Background: an optimization exercise with open tools, aiming at small area. Do not read the settings as production practice. The RTL was checked by simulation tests, not by an equivalence proof against the original design. The clock port is modelled as an ideal driver; clocking choices that lean on that would not hold on a real chip. No activity file was given, so power comes from the tool's default toggle rates.

==> flow/design.v <==
module fifo (clk,reset,renb,wenb,din,dout,empty,full);
  input logic clk, reset;
  input logic renb, wenb;
  input logic [7:0] din;
  output logic [7:0] dout;
  output logic empty, full;
  logic [7:0] mem[16];
  logic [3:0] rp;
  logic rd, wr;
  assign rd = renb & ~empty;
  assign wr = wenb & ~full & ~rd;
  assign full = ~empty & (&rp);
  logic mv;
  logic [3:0] t, rp_next;
  assign mv = rd | wr;
  assign t  = rp ^ {4{rd}};
  assign rp_next[0] = rp[0] ^ mv;
  assign rp_next[1] = rp[1] ^ (mv & t[0]);
  assign rp_next[2] = rp[2] ^ (mv & t[0] & t[1]);
  assign rp_next[3] = rp[3] ^ (mv & t[0] & t[1] & t[2]);
  always @(posedge clk) begin
    rp    <= rp_next | {4{reset}};
    empty <= reset | (rd & (rp == 4'd0)) | (empty & ~wr);
  end
  logic [3:0] lo, hi;
  always_comb begin
    for (int k = 0; k < 4; k++) begin
      lo[k] = (rp[1:0] == k);
      hi[k] = (rp[3:2] == k) & ~reset;
    end
  end
  logic [7:0] rdata;
  always_comb begin
    rdata = 8'b0;
    for (int k = 0; k < 16; k++)
      rdata = rdata | ({8{hi[k/4] & lo[k%4]}} & mem[k]);
  end
  always @(posedge clk) begin
    if (rd | reset) dout <= rdata;
  end
  integer i;
  always @(posedge clk) begin
    if (wr) begin
      mem[0] <= din;
      for (i = 1; i < 16; i = i + 1) mem[i] <= mem[i-1];
    end
  end
endmodule
clock: 5.0 ns
lec_check: 0
cap_margin: 20
core_margin: 2
core_utilization: 70
place_density: 0.9
slew_margin: 20
standard.sh (not shown) runs the stock make flow with config.mk's settings and CLKGATE_MAP_FILE= SYNTH_SCRIPT=/design/flow/synth_recipe.tcl, a recipe that flattens the netlist after the stock synthesis.
==> flow/flow/run.sh <==
#!/bin/bash
# The standard layout with these changes:
#  - synthesis maps logic with area-oriented ABC scripts (flow/synth.tcl);
#  - clock tree of small clock buffers without dummy loads;
#  - minimum-size port buffers;
#  - after clock tree synthesis, oversized logic cells and buffers are shrunk
#    (flow/post_cts.tcl, flow/downsize.tcl).
# Each make run writes its full output to its own log file here.
set -euo pipefail
work=$(pwd)
export OWN_FLOW_DIR=$work/flow
export OWN_FLOW_WORK=$work
export FLOW_SYNTH_TCL=$work/synth_recipe.tcl
export CTS_ARGS="-sink_clustering_enable -repair_clock_nets -dont_use_dummy_load -buf_list sky130_fd_sc_hd__clkbuf_4"
export BUFFER_PORTS_ARGS="-buffer_cell sky130_fd_sc_hd__buf_1"
export POST_CTS_TCL=$work/flow/post_cts.tcl
sed "s#SYNTH_SCRIPT=[^ ]*#SYNTH_SCRIPT=$work/flow/synth.tcl#" standard.sh > own_standard.sh
grep -q "SYNTH_SCRIPT=$work/flow/synth.tcl" own_standard.sh
bash own_standard.sh synth > make_synth.log 2>&1
bash own_standard.sh finish > make_finish.log 2>&1
==> flow/flow/downsize.tcl <==
# Greedy area recovery: swap each logic cell to the smallest cell of the same
# family (same name stem, e.g. nor2_4 -> nor2_1) that keeps the design free of
# max-slew/max-cap violations (with margin) and keeps setup/hold slack above a
# floor.
proc own_downsize { {slack_floor 0.5} {margin 0.7} } {
  set dont_use_pat {*probe* *lpflow*}
  set changed 0
  foreach inst [get_cells *] {
    set name [get_property $inst name]
    set ref [get_property $inst ref_name]
    if { ![regexp {^(sky130_fd_sc_hd__[a-z0-9]+)_([0-9]+)$} $ref -> stem drive] } { continue }
    if { [string match "*df*" $stem] || [string match "*clk*" $stem] || [string match "*tap*" $stem] \
         || [string match "*fill*" $stem] || [string match "*decap*" $stem] || [string match "*diode*" $stem] \
         || [string match "*conb*" $stem] } { continue }
    set cands {}
    foreach lc [get_lib_cells ${stem}_*] {
      set n [get_property $lc name]
      if { ![regexp {_([0-9]+)$} $n -> d] } { continue }
      if { $d >= $drive } { continue }
      lappend cands [list $d $n]
    }
    foreach c [lsort -integer -index 0 $cands] {
      set new [lindex $c 1]
      replace_cell $inst $new
      estimate_parasitics -placement
      set ok 1
      if { [sta::max_slew_violation_count] > 0 || [sta::max_capacitance_violation_count] > 0 } { set ok 0 }
      if { $ok } {
        foreach pin [get_pins -of_objects $inst -filter "direction==output"] {
          set net [get_nets -of_objects $pin]
          if { [get_property $pin slew_max] > 1.5 * $margin } { set ok 0 }
        }
      }
      if { $ok && [sta::worst_slack -max] < $slack_floor } { set ok 0 }
      if { $ok && [sta::worst_slack -min] < 0.1 } { set ok 0 }
      if { $ok } {
        puts "downsize: $name $ref -> $new"
        incr changed
        break
      }
      replace_cell $inst $ref
    }
  }
  estimate_parasitics -placement
  puts "downsize: $changed cells downsized"
}
Other scripts of this flow, unchanged in this note and not shown: flow/flow/abc1.abc, flow/flow/abc2.abc, flow/flow/abc3.abc, flow/flow/abc4.abc, flow/flow/abc5.abc, flow/flow/abc6.abc, flow/flow/post_cts.tcl, flow/flow/synth.tcl
Next try:
--- a/flow/flow/downsize.tcl
+++ b/flow/flow/downsize.tcl
@@ -2,6 +2,6 @@
 # family (same name stem, e.g. nor2_4 -> nor2_1) that keeps the design free of
-# max-slew/max-cap violations (with margin) and keeps setup/hold slack above a
+# max-slew/max-cap violations, keeps the cell's estimated output slew under
+# margin * 1.5 ns (the library limit), and keeps setup/hold slack above a
 # floor.
 proc own_downsize { {slack_floor 0.5} {margin 0.7} } {
-  set dont_use_pat {*probe* *lpflow*}
   set changed 0
Effect: Via count does not change; routed wire length does not change; final area is unchanged; synthesized cell count stays the same; global-route usage does not change; power is unchanged; count of clock-buffer cells in the layout is unchanged.

========
Setup of alpha:
RTL: the design.v shown in full above, as it stands there.
Settings: LEC_CHECK=0, CAP_MARGIN=5, CORE_MARGIN=2, CORE_UTILIZATION=70, PLACE_DENSITY=0.9, SLEW_MARGIN=5; clock period 5.0 ns.
==> flow/flow/run.sh <==
#!/bin/bash
# The standard layout with these changes:
#  - synthesis maps logic with area-oriented ABC scripts (flow/synth.tcl);
#  - clock tree of small clock buffers without dummy loads;
#  - minimum-size port buffers;
#  - global routing's power recovery downsizes cells off the critical path.
# Each make run writes its full output to its own log file here.
set -euo pipefail
work=$(pwd)
export OWN_FLOW_DIR=$work/flow
export OWN_FLOW_WORK=$work
export FLOW_SYNTH_TCL=$work/synth_recipe.tcl
export CTS_ARGS="-sink_clustering_enable -repair_clock_nets -dont_use_dummy_load -buf_list sky130_fd_sc_hd__clkbuf_4"
export BUFFER_PORTS_ARGS="-buffer_cell sky130_fd_sc_hd__buf_1"
export RECOVER_POWER=100
sed "s#SYNTH_SCRIPT=[^ ]*#SYNTH_SCRIPT=$work/flow/synth.tcl#" standard.sh > own_standard.sh
grep -q "SYNTH_SCRIPT=$work/flow/synth.tcl" own_standard.sh
bash own_standard.sh synth > make_synth.log 2>&1
bash own_standard.sh finish > make_finish.log 2>&1
Other scripts of this flow, unchanged in this note and not shown: flow/flow/abc1.abc, flow/flow/abc2.abc, flow/flow/abc3.abc, flow/flow/abc4.abc, flow/flow/abc5.abc, flow/flow/abc6.abc, flow/flow/synth.tcl
alpha: all stages done; final checks FAILED (capacitance limit, slew limit).
Input changes introduced in beta (baseline for comparison: alpha):
Settings: swapping 5 for 20 in CAP_MARGIN; swapping 5 for 20 in SLEW_MARGIN.
==> flow/flow/run.sh <==
#!/bin/bash
# The standard layout with these changes:
#  - synthesis maps logic with area-oriented ABC scripts (flow/synth.tcl);
#  - clock tree of small clock buffers without dummy loads;
#  - minimum-size port buffers.
# Each make run writes its full output to its own log file here.
set -euo pipefail
work=$(pwd)
export OWN_FLOW_DIR=$work/flow
export OWN_FLOW_WORK=$work
export FLOW_SYNTH_TCL=$work/synth_recipe.tcl
export CTS_ARGS="-sink_clustering_enable -repair_clock_nets -dont_use_dummy_load -buf_list sky130_fd_sc_hd__clkbuf_4"
export BUFFER_PORTS_ARGS="-buffer_cell sky130_fd_sc_hd__buf_1"
sed "s#SYNTH_SCRIPT=[^ ]*#SYNTH_SCRIPT=$work/flow/synth.tcl#" standard.sh > own_standard.sh
grep -q "SYNTH_SCRIPT=$work/flow/synth.tcl" own_standard.sh
bash own_standard.sh synth > make_synth.log 2>&1
bash own_standard.sh finish > make_finish.log 2>&1
==> run notes <==
In summary, beta completed successfully, with a layout that passed the timing, DRC and antenna checks.
beta vs alpha, largest stage delay on the critical path went down by 0.65 ns.
Compared with alpha, in beta setup slack rose by 0.61 ns; clock skew +0.0050 ns; highest clock frequency the design can meet climbed 23%; design area moved up; total design power did not really move.
beta vs alpha on worst-margin pin slew: beta is the lower one.
Delta (beta minus alpha): area of the die comparable; instance count on the critical path decreased by 2 relative to the old numbers; count of port buffers added during placement flat; sum of routed wire length over all layers moved down.
What gamma does differently from beta at the input level:
==> flow/flow/run.sh <==
#!/bin/bash
# The standard layout with these changes:
#  - synthesis maps logic with area-oriented ABC scripts (flow/synth.tcl);
#  - clock tree of small clock buffers without dummy loads;
#  - minimum-size port buffers;
#  - global routing's power recovery downsizes cells off the critical path.
# Each make run writes its full output to its own log file here.
set -euo pipefail
work=$(pwd)
export OWN_FLOW_DIR=$work/flow
export OWN_FLOW_WORK=$work
export FLOW_SYNTH_TCL=$work/synth_recipe.tcl
export CTS_ARGS="-sink_clustering_enable -repair_clock_nets -dont_use_dummy_load -buf_list sky130_fd_sc_hd__clkbuf_4"
export BUFFER_PORTS_ARGS="-buffer_cell sky130_fd_sc_hd__buf_1"
export RECOVER_POWER=100
sed "s#SYNTH_SCRIPT=[^ ]*#SYNTH_SCRIPT=$work/flow/synth.tcl#" standard.sh > own_standard.sh
grep -q "SYNTH_SCRIPT=$work/flow/synth.tcl" own_standard.sh
bash own_standard.sh synth > make_synth.log 2>&1
bash own_standard.sh finish > make_finish.log 2>&1
[summary]
Completing all stages was not enough for gamma: its layout failed the final checks because of capacitance limit, slew limit.
On post-route worst setup slack: between gamma and beta, it ends up higher for beta.
Summary of gamma over beta: power held; met2 wirelength from detailed routing went up about 1.2%; core utilization went down 0.33 points; share of total power consumed by net switching held; die area held.
Cmp gamma and beta / signed area change from the synthesized netlist to the final layout / lower: gamma
### gamma -> delta
Settings: changing SLEW_MARGIN from 20 to 5; changing CAP_MARGIN from 20 to 5.
==> flow/flow/run.sh <==
#!/bin/bash
# The standard layout with these changes:
#  - synthesis maps logic with area-oriented ABC scripts (flow/synth.tcl);
#  - clock tree of small clock buffers without dummy loads;
#  - minimum-size port buffers.
# Each make run writes its full output to its own log file here.
set -euo pipefail
work=$(pwd)
export OWN_FLOW_DIR=$work/flow
export OWN_FLOW_WORK=$work
export FLOW_SYNTH_TCL=$work/synth_recipe.tcl
export CTS_ARGS="-sink_clustering_enable -repair_clock_nets -dont_use_dummy_load -buf_list sky130_fd_sc_hd__clkbuf_4"
export BUFFER_PORTS_ARGS="-buffer_cell sky130_fd_sc_hd__buf_1"
sed "s#SYNTH_SCRIPT=[^ ]*#SYNTH_SCRIPT=$work/flow/synth.tcl#" standard.sh > own_standard.sh
grep -q "SYNTH_SCRIPT=$work/flow/synth.tcl" own_standard.sh
bash own_standard.sh synth > make_synth.log 2>&1
bash own_standard.sh finish > make_finish.log 2>&1
## What came out
Re number of nets in the layout: no difference whatsoever between gamma and delta.
Of the two candidates, gamma has the better area of all placed cells without fillers and delta the worse one.
Diff gamma..delta | sequential cell count | unchanged
Relative to gamma, sequential cell area share has decreased by 0.33 points in delta.
Summary of the comparison: post-layout minimum cycle time is lower in delta, relative to gamma.
delta completed every stage of the flow, and the final layout passed the timing, DRC and antenna checks.
Fraction of final layout cells sized beyond drive strength 1 was higher in the run labelled delta.
| detailed-route wire length | delta vs gamma | better |

========
Setup of harbor:
Starts from the design.v that is shown in full above.
Settings: LEC_CHECK=0, CAP_MARGIN=20, CORE_MARGIN=2, CORE_UTILIZATION=40, PLACE_DENSITY=0.6, SLEW_MARGIN=20; clock period 5.0 ns.
==> flow/flow/run.sh <==
#!/bin/bash
# The standard layout with these changes:
#  - synthesis maps logic with area-oriented ABC scripts (flow/synth.tcl);
#  - clock tree of small clock buffers without dummy loads;
#  - minimum-size port buffers;
#  - global routing's power recovery downsizes cells off the critical path.
# Each make run writes its full output to its own log file here.
set -euo pipefail
work=$(pwd)
export OWN_FLOW_DIR=$work/flow
export OWN_FLOW_WORK=$work
export FLOW_SYNTH_TCL=$work/synth_recipe.tcl
export CTS_ARGS="-sink_clustering_enable -repair_clock_nets -dont_use_dummy_load -buf_list sky130_fd_sc_hd__clkbuf_4"
export BUFFER_PORTS_ARGS="-buffer_cell sky130_fd_sc_hd__buf_1"
export RECOVER_POWER=100
sed "s#SYNTH_SCRIPT=[^ ]*#SYNTH_SCRIPT=$work/flow/synth.tcl#" standard.sh > own_standard.sh
grep -q "SYNTH_SCRIPT=$work/flow/synth.tcl" own_standard.sh
bash own_standard.sh synth > make_synth.log 2>&1
bash own_standard.sh finish > make_finish.log 2>&1
Other scripts of this flow, unchanged in this note and not shown: flow/flow/abc1.abc, flow/flow/abc2.abc, flow/flow/abc3.abc, flow/flow/abc4.abc, flow/flow/abc5.abc, flow/flow/abc6.abc, flow/flow/synth.tcl
In harbor the implementation ran to completion but is not tape-out ready, as the final checks report max-capacitance violations, max-slew violations.
Input changes introduced in maple (baseline for comparison: harbor):
diff --git a/flow/flow/run.sh b/flow/flow/run.sh
--- a/flow/flow/run.sh
+++ b/flow/flow/run.sh
@@ -5,3 +5,4 @@
 #  - minimum-size port buffers;
-#  - global routing's power recovery downsizes cells off the critical path.
+#  - global routing's power recovery downsizes cells off the critical path;
+#  - repair aims at a tighter slew limit (flow/pre_floorplan.tcl).
 # Each make run writes its full output to its own log file here.
@@ -15,2 +16,3 @@
 export RECOVER_POWER=100
+export PRE_FLOORPLAN_TCL=$work/flow/pre_floorplan.tcl
 sed "s#SYNTH_SCRIPT=[^ ]*#SYNTH_SCRIPT=$work/flow/synth.tcl#" standard.sh > own_standard.sh
==> flow/flow/pre_floorplan.tcl (new file) <==
set_max_transition 1.0 [current_design]
diff --git a/flow/config.mk b/flow/config.mk
--- a/flow/config.mk
+++ b/flow/config.mk
@@ -9,4 +9,4 @@
 export CORE_MARGIN = 2
-export CORE_UTILIZATION = 40
-export PLACE_DENSITY = 0.6
+export CORE_UTILIZATION = 70
+export PLACE_DENSITY = 0.9
 export SLEW_MARGIN = 20
==> run notes <==
maple: all stages complete, timing, DRC and antenna checks passed
Looking at cell with the largest stage delay on the worst path, the sky130_fd_sc_hd__clkbuf_2 result is from harbor; the sky130_fd_sc_hd__dfxtp_1 one comes from maple.
In maple, the final routed wire length divided by cell count came out about 11% above the value in harbor.
From harbor to maple the numbers moved as follows: total power decreased by 0.0091 mW relative to the old numbers, worst setup slack increased by 0.43 ns relative to the old numbers, amount of wire on met2 after detailed routing decreased by 1.6% relative to the old numbers.

========
job 2088:
Another version of the RTL of fifo (not shown whole).
For scale: about 260 cells after synthesis, ~22 I/O pins, about 5000 µm² of cells after synthesis.
==> flow/config.mk <==
export PLATFORM = sky130hd
export DESIGN_NAME = fifo
export DESIGN_NICKNAME = fifo
export VERILOG_FILES = /design/flow/design.v
export SDC_FILE = /design/flow/constraint.sdc
export NUM_CORES = 4
export LEC_CHECK = 0
export CAP_MARGIN = 5
export CORE_MARGIN = 2
export CORE_UTILIZATION = 40
export PLACE_DENSITY = 0.6
export SLEW_MARGIN = 5
==> flow/constraint.sdc <==
create_clock -name core_clock -period 5.0 [get_ports {clk}]
set_input_delay 1.0000 -clock core_clock [delete_from_list [all_inputs] [get_ports {clk}]]
set_output_delay 1.0000 -clock core_clock [all_outputs]
set_load 0.01 [all_outputs]
==> flow/flow/run.sh <==
#!/bin/bash
# The standard layout with three changes:
#  - synthesis maps logic with area-oriented ABC scripts (flow/synth.tcl);
#  - clock tree of small clock buffers without dummy loads;
#  - minimum-size port buffers.
# Each make run writes its full output to its own log file here.
set -euo pipefail
work=$(pwd)
export OWN_FLOW_DIR=$work/flow
export OWN_FLOW_WORK=$work
export FLOW_SYNTH_TCL=$work/synth_recipe.tcl
export CTS_ARGS="-sink_clustering_enable -repair_clock_nets -dont_use_dummy_load -buf_list sky130_fd_sc_hd__clkbuf_4"
export BUFFER_PORTS_ARGS="-buffer_cell sky130_fd_sc_hd__buf_1"
export RECOVER_POWER=100
sed "s#SYNTH_SCRIPT=[^ ]*#SYNTH_SCRIPT=$work/flow/synth.tcl#" standard.sh > own_standard.sh
grep -q "SYNTH_SCRIPT=$work/flow/synth.tcl" own_standard.sh
bash own_standard.sh synth > make_synth.log 2>&1
bash own_standard.sh finish > make_finish.log 2>&1
==> flow/flow/abc1.abc <==
strash
&get -n
&st
&dch
&nf -R 1000
&put
strash
&get -n
&st
&dch
&nf -R 1000
&put
==> flow/flow/abc2.abc <==
strash
&get -n
&st
&dc2
&dch -f
&nf -R 2000
&put
==> flow/flow/abc3.abc <==
strash
balance
rewrite
refactor
balance
rewrite
rewrite -z
balance
refactor -z
rewrite -z
balance
&get -n
&st
&dch
&nf -R 1000
&put
==> flow/flow/abc4.abc <==
strash
dch
amap
topo
==> flow/flow/synth.tcl <==
# The standard synthesis (synth_recipe.tcl, sourced unchanged) with one
# difference: Yosys's abc call maps the logic with each of the area-oriented
# ABC scripts flow/abc*.abc in turn and keeps the mapping with the smallest
# cell area.
proc abc {args} {
  set i [lsearch -exact $args -script]
  set lib [lindex $args [expr {[lsearch -exact $args -liberty] + 1}]]
  yosys design -save my_pre_abc
  set best ""
  set best_area 1e18
  foreach s [lsort [glob $::env(OWN_FLOW_DIR)/abc*.abc]] {
    yosys design -load my_pre_abc
    set a $args
    lset a [expr {$i + 1}] $s
    yosys abc {*}$a
    yosys tee -q -o $::env(OWN_FLOW_WORK)/abc_try.txt stat -liberty $lib
    set f [open $::env(OWN_FLOW_WORK)/abc_try.txt]
    set txt [read $f]
    close $f
    regexp {Chip area for module[^:]*:\s*([0-9.]+)} $txt -> area
    puts "abc script $s: area $area"
    if { $area < $best_area } {
      set best_area $area
      set best $s
    }
  }
  puts "abc script chosen: $best (area $best_area)"
  yosys design -load my_pre_abc
  lset args [expr {$i + 1}] $best
  yosys abc {*}$args
}
source $::env(FLOW_SYNTH_TCL)
What job 6555 does differently from job 2088 at the input level:
# job 2088
export LEC_CHECK = 0
export CAP_MARGIN = 5
export CORE_MARGIN = 2
export CORE_UTILIZATION = 40
export PLACE_DENSITY = 0.6
export SLEW_MARGIN = 5
create_clock -name core_clock -period 5.0 [get_ports {clk}]
# job 6555
export LEC_CHECK = 0
export CAP_MARGIN = 20
export CORE_MARGIN = 2
export CORE_UTILIZATION = 40
export PLACE_DENSITY = 0.6
export SLEW_MARGIN = 20
create_clock -name core_clock -period 5.0 [get_ports {clk}]
diff --git a/flow/flow/run.sh b/flow/flow/run.sh
--- a/flow/flow/run.sh
+++ b/flow/flow/run.sh
@@ -13,3 +13,2 @@
 export BUFFER_PORTS_ARGS="-buffer_cell sky130_fd_sc_hd__buf_1"
-export RECOVER_POWER=100
 sed "s#SYNTH_SCRIPT=[^ ]*#SYNTH_SCRIPT=$work/flow/synth.tcl#" standard.sh > own_standard.sh
Findings:
Compared to job 2088, job 6555 has met1 wire length about 3.8% lower. Layout overhead on the synthesized area (higher): job 6555. Job 6555 has final design area excluding fillers above what job 2088 had. Number of H-tree levels: job 6555 vs job 2088 identical.
diff inputs: job 6555 => job 222
# job 6555
export LEC_CHECK = 0
export CAP_MARGIN = 20
export CORE_MARGIN = 2
export CORE_UTILIZATION = 40
export PLACE_DENSITY = 0.6
export SLEW_MARGIN = 20
create_clock -name core_clock -period 5.0 [get_ports {clk}]
# job 222
export LEC_CHECK = 0
export CAP_MARGIN = 5
export CORE_MARGIN = 2
export CORE_UTILIZATION = 40
export GPL_TIMING_DRIVEN = 0
export PLACE_DENSITY = 0.6
export SLEW_MARGIN = 5
create_clock -name core_clock -period 5.0 [get_ports {clk}]
diff --git a/flow/flow/run.sh b/flow/flow/run.sh
--- a/flow/flow/run.sh
+++ b/flow/flow/run.sh
@@ -13,2 +13,3 @@
 export BUFFER_PORTS_ARGS="-buffer_cell sky130_fd_sc_hd__buf_1"
+export RECOVER_POWER=100
 sed "s#SYNTH_SCRIPT=[^ ]*#SYNTH_SCRIPT=$work/flow/synth.tcl#" standard.sh > own_standard.sh
Notes after the runs:
Looking at largest fanout of any net on the critical path, job 222 sits 25 higher than job 6555 does.
The fmax in job 6555 is 1.08 times that in job 222.
Both conditions hold for job 222: the flow ran to the end and the final layout passed the timing, DRC and antenna checks.
Category of the most critical setup path: in2reg -> job 222, reg2out -> job 6555
On area fraction of clock buffers and clock inverters, job 6555 and job 222 are basically level.
Max hold slack across job 6555 and job 222: job 6555
The met2 usage in global routing number comes out lower for job 222 vs job 6555.
Compared job 222 against job 6555; clock transition at the registers of the reported paths within noise.
Compared with job 6555, in job 222 worst-case headroom to the max-slew limit dropped 2.9 points, synthesized-area fraction occupied by adder cells about even, final standard cell area without fillers went up.
Overall routing resource usage on job 222 is down relative to job 6555.
Edits applied to the flow inputs when going from job 222 to job 1131:
# job 222
export LEC_CHECK = 0
export CAP_MARGIN = 5
export CORE_MARGIN = 2
export CORE_UTILIZATION = 40
export GPL_TIMING_DRIVEN = 0
export PLACE_DENSITY = 0.6
export SLEW_MARGIN = 5
create_clock -name core_clock -period 5.0 [get_ports {clk}]
# job 1131
export LEC_CHECK = 0
export CAP_MARGIN = 0
export CORE_MARGIN = 2
export CORE_UTILIZATION = 40
export PLACE_DENSITY = 0.6
export SLEW_MARGIN = 0
create_clock -name core_clock -period 5.0 [get_ports {clk}]
diff --git a/flow/flow/run.sh b/flow/flow/run.sh
--- a/flow/flow/run.sh
+++ b/flow/flow/run.sh
@@ -13,3 +13,2 @@
 export BUFFER_PORTS_ARGS="-buffer_cell sky130_fd_sc_hd__buf_1"
-export RECOVER_POWER=100
 sed "s#SYNTH_SCRIPT=[^ ]*#SYNTH_SCRIPT=$work/flow/synth.tcl#" standard.sh > own_standard.sh
==> run notes <==
Transition time at the pin with the least slew margin in job 1131 vs job 222: up 0.12 ns
Via count of the first global-routing pass (job 1131 over job 222): decrease, 2.5%
Per the comparison of job 1131 with job 222, power ~0 delta, net switching share of the total power about even.
Route | job 1131 vs job 222 | wire longer in job 1131
Portion of total power attributed to the clock network essentially unchanged between job 222 and job 1131.
The maximum clock frequency of job 1131 is higher than that of job 222.
Of job 222 and job 1131, job 222 shows the higher headroom to the max-slew limit, with job 1131 below it.
Per the comparison of job 1131 with job 222, total area of multi-input combinational cells has remained practically unchanged; non-clock buffer count has decreased; HPWL after detailed placement has increased.

-- what the ideal ports hide --
In the flow no input, the clock included, has a driving cell. The finished layouts below were timed again as built, in two steps.
Step 1 (the two cells are an assumption about what drives the block):
set clk [get_ports {clk}]
set_driving_cell -lib_cell sky130_fd_sc_hd__clkbuf_16 $clk
set_driving_cell -lib_cell sky130_fd_sc_hd__buf_2 [delete_from_list [all_inputs] $clk]
Step 2, shift: input delay + t, output delay - t, t = (earliest + latest rising clock arrival at the registers) / 2. This alone moves slack from input paths to output paths.
a / b / c = ideal / step 1 / step 2; a / b = the first two.
| run | t, ns | setup slack, ns | pins driven straight from the clock port |
|---|---|---|---|
| the first run of note 1 | 0.526 | 2.305 / 2.308 / 1.782 | 1 |
| the second run of note 1 | 0.526 | 2.305 / 2.308 / 1.782 | 1 |
| alpha | 0.518 | 1.729 / 1.729 / 1.321 | 1 |
| beta | 0.522 | 2.337 / 2.309 / 1.955 | 1 |
| gamma | 0.518 | 1.729 / 1.729 / 1.321 | 1 |
| delta | 0.522 | 2.337 / 2.309 / 1.955 | 1 |
| harbor | 0.535 | 1.842 / 1.842 / 1.457 | 1 |
| maple | 0.506 | 2.276 / 2.247 / 1.905 | 1 |
| job 2088 | 0.532 | 2.147 / 2.147 / 1.652 | 1 |
| job 6555 | 0.526 | 2.300 / 2.269 / 1.896 | 1 |
| job 222 | 0.502 | 2.087 / 2.093 / 1.590 | 1 |
| job 1131 | 0.532 | 2.189 / 2.189 / 1.681 | 1 |
